From an optimization exercise on the open Yosys and OpenROAD flow, aimed at small area; shortcuts taken in it are not production practice. The RTL was checked by simulation tests, not by an equivalence proof against the original design. No activity file was given, so power comes from the tool's default toggle rates.

==> flow/design.v (excerpt) <==
module uart(
input clock,reset,
output tx,
input  rx,
output rx_empty,
input rd_uart,
output [7:0] data_out,
output [7:0] data_LSR,
output tx_full,
input wr_uart,
input [7:0] data_in
);
Size in the first run: ~580 cells after synthesis, roughly 220 flip-flops, ~32 I/O pins, about 7500 um2 of cells after synthesis.
Settings: LEC_CHECK=0, CAP_MARGIN=20, CORE_MARGIN=2, CORE_UTILIZATION=78, CTS_BUF_LIST=sky130_fd_sc_hd__clkbuf_8 sky130_fd_sc_hd__clkbuf_16, CTS_CLUSTER_DIAMETER=60, CTS_CLUSTER_SIZE=24, SLEW_MARGIN=20; clock period 10.0 ns.
standard.sh (not shown) runs the stock make flow with config.mk's settings and CLKGATE_MAP_FILE= SYNTH_SCRIPT=/design/flow/synth_recipe.tcl, a recipe that flattens the netlist after the stock synthesis.
==> flow/flow/run.sh <==
#!/bin/bash
# The standard layout (standard.sh), with these changes:
# - synthesis maps the combinational logic with an area-oriented ABC script
#   (flow/synth.tcl, flow/abc_area.script); registers are mapped as in the
#   standard synthesis;
# - clock tree synthesis inserts no dummy loads;
# - the ports are buffered with buf_1.
# All tool output goes to standard.log here and to ORFS's logs under orfs/.
set -euo pipefail
export FLOW_WORK=$PWD
export FLOW_ABC_SCRIPT=$PWD/flow/abc_area.script
bash standard.sh \
  "SYNTH_SCRIPT=$PWD/flow/synth.tcl" \
  "CTS_ARGS=-sink_clustering_enable -repair_clock_nets -dont_use_dummy_load -buf_list {sky130_fd_sc_hd__clkbuf_8 sky130_fd_sc_hd__clkbuf_16} -sink_clustering_size 24 -sink_clustering_max_diameter 60" \
  "BUFFER_PORTS_ARGS=-buffer_cell sky130_fd_sc_hd__buf_1" \
  finish > standard.log 2>&1
==> flow/flow/abc_area.script <==
&get -n
&st
&dch
&nf -R 1000
&put
==> flow/flow/synth.tcl <==
# The standard flow's synthesis script, with one change: the technology mapping of the
# combinational logic runs ABC with flow/abc_area.script (area-oriented
# mapping with area recovery) instead of ORFS's speed script. The flip-flops
# are mapped before this step and are left as they are.
proc abc {args} {
  set i [lsearch $args -script]
  if {$i >= 0} { lset args [expr {$i + 1}] $::env(FLOW_ABC_SCRIPT) }
  yosys abc {*}$args
}
source $::env(FLOW_WORK)/synth_recipe.tcl
The starting point finished with timing, DRC and antenna clean.
Next try:
--- a/flow/flow/run.sh
+++ b/flow/flow/run.sh
@@ -5,3 +5,3 @@
 #   standard synthesis;
-# - clock tree synthesis inserts no dummy loads;
+# - clock tree synthesis inserts no dummy loads and uses clkbuf_4;
 # - the ports are buffered with buf_1.
@@ -13,3 +13,3 @@
   "SYNTH_SCRIPT=$PWD/flow/synth.tcl" \
-  "CTS_ARGS=-sink_clustering_enable -repair_clock_nets -dont_use_dummy_load -buf_list {sky130_fd_sc_hd__clkbuf_8 sky130_fd_sc_hd__clkbuf_16} -sink_clustering_size 24 -sink_clustering_max_diameter 60" \
+  "CTS_ARGS=-sink_clustering_enable -repair_clock_nets -dont_use_dummy_load -buf_list sky130_fd_sc_hd__clkbuf_4 -sink_clustering_size 10 -sink_clustering_max_diameter 40" \
   "BUFFER_PORTS_ARGS=-buffer_cell sky130_fd_sc_hd__buf_1" \
CTS_BUF_LIST = sky130_fd_sc_hd__clkbuf_4   (was sky130_fd_sc_hd__clkbuf_8 sky130_fd_sc_hd__clkbuf_16)
CTS_CLUSTER_DIAMETER = 40   (was 60)
CTS_CLUSTER_SIZE = 10   (was 24)
Effect: The new run finished with timing, DRC and antenna clean; die area does not change; wire length is lower by 3.0%; cell area came out lower by 1.2%; total power falls by 5.0%; worst setup slack gets worse by 3.4 ps; worst hold slack gets better by 9.1 ps; global-route usage drops by 1.2 points; core utilization fell by 1.0 points; count of clock-buffer cells in the layout increases by 13; critical path depth does not change.
Next try:
==> flow/flow/run.sh (replaced) <==
#!/bin/bash
# The standard layout, with two changes: clock tree synthesis inserts no
# dummy loads, and the ports are buffered with buf_1.
set -euo pipefail
bash standard.sh \
  "CTS_ARGS=-sink_clustering_enable -repair_clock_nets -dont_use_dummy_load -buf_list sky130_fd_sc_hd__clkbuf_8 -sink_clustering_size 16 -sink_clustering_max_diameter 50" \
  "BUFFER_PORTS_ARGS=-buffer_cell sky130_fd_sc_hd__buf_1" \
  finish > standard.log 2>&1
CTS_BUF_LIST = sky130_fd_sc_hd__clkbuf_8   (was sky130_fd_sc_hd__clkbuf_4)
CTS_CLUSTER_DIAMETER = 50   (was 40)
CTS_CLUSTER_SIZE = 16   (was 10)
removed: flow/flow/abc_area.script
removed: flow/flow/synth.tcl
The changed run ran to the end with no violations.
Worst hold slack is worse by 30 ps.
Register-to-register slack is worse by 620 ps.
Routed wire length rose by 5.7%.
Final cell count is about the same.
Cell area rose by 2.1%.
Core utilization fell by 2.2 points.
Next try:
==> flow/flow/run.sh (replaced) <==
#!/bin/bash
# The standard layout, with two changes: clock tree synthesis inserts no
# dummy loads, and the ports are buffered with buf_1.
set -euo pipefail
bash standard.sh \
  "CTS_ARGS=-sink_clustering_enable -repair_clock_nets -dont_use_dummy_load -buf_list sky130_fd_sc_hd__clkbuf_16 -sink_clustering_size 30 -sink_clustering_max_diameter 80" \
  "BUFFER_PORTS_ARGS=-buffer_cell sky130_fd_sc_hd__buf_1" \
  finish > standard.log 2>&1
CORE_UTILIZATION = 80   (was 78)
CTS_BUF_LIST = sky130_fd_sc_hd__clkbuf_16   (was sky130_fd_sc_hd__clkbuf_8)
CTS_CLUSTER_DIAMETER = 80   (was 50)
CTS_CLUSTER_SIZE = 30   (was 16)
The new run went through all stages and came out clean.
Register-to-register slack is worse by 40 ps.
Maximum frequency increases by 0.95%.
Via count decreases by 0.43%.
Count of clock-buffer cells in the layout decreases by 6.
Cell area increases by 0.51%.
Wire length decreases by 2.2%.
Worst hold slack is better by 45 ps.
Utilization increases by 1.2 points.
Setup slack is better by 57 ps.
Critical path depth does not change.
Non-clock buffer count does not change.

## afterwards: timing with drivers on the ports
No port has a modelled driver above. Below, the same layouts with a new extraction and two added sets of constraints. Step 1: set_driving_cell puts a clkbuf_16 on clock and a buf_2 on each other input, an assumption about the parent block. Step 2 times the ports against the registers' clock, not the clock port: input delays grow and output delays shrink by t, the midpoint of the rising clock arrivals with the driver on. a / b / c = ideal / step 1 / step 2; a / b = the first two.
run | shift t [ns] | setup WS [ns] | hold WS [ns] | cell pins on the clock port's net
the first run | 0.517 | 4.559 / 4.524 / 5.041 | 0.324 / 0.324 / 0.324 | 1
the second run | 0.586 | 4.555 / 4.524 / 5.110 | 0.333 / 0.333 / 0.333 | 1
the third run | 0.515 | 3.973 / 3.939 / 4.454 | 0.302 / 0.302 / 0.302 | 1
the fourth run | 0.480 | 4.029 / 3.990 / 4.470 | 0.347 / 0.347 / 0.347 | 1
After both steps setup and hold are still met in every run listed.
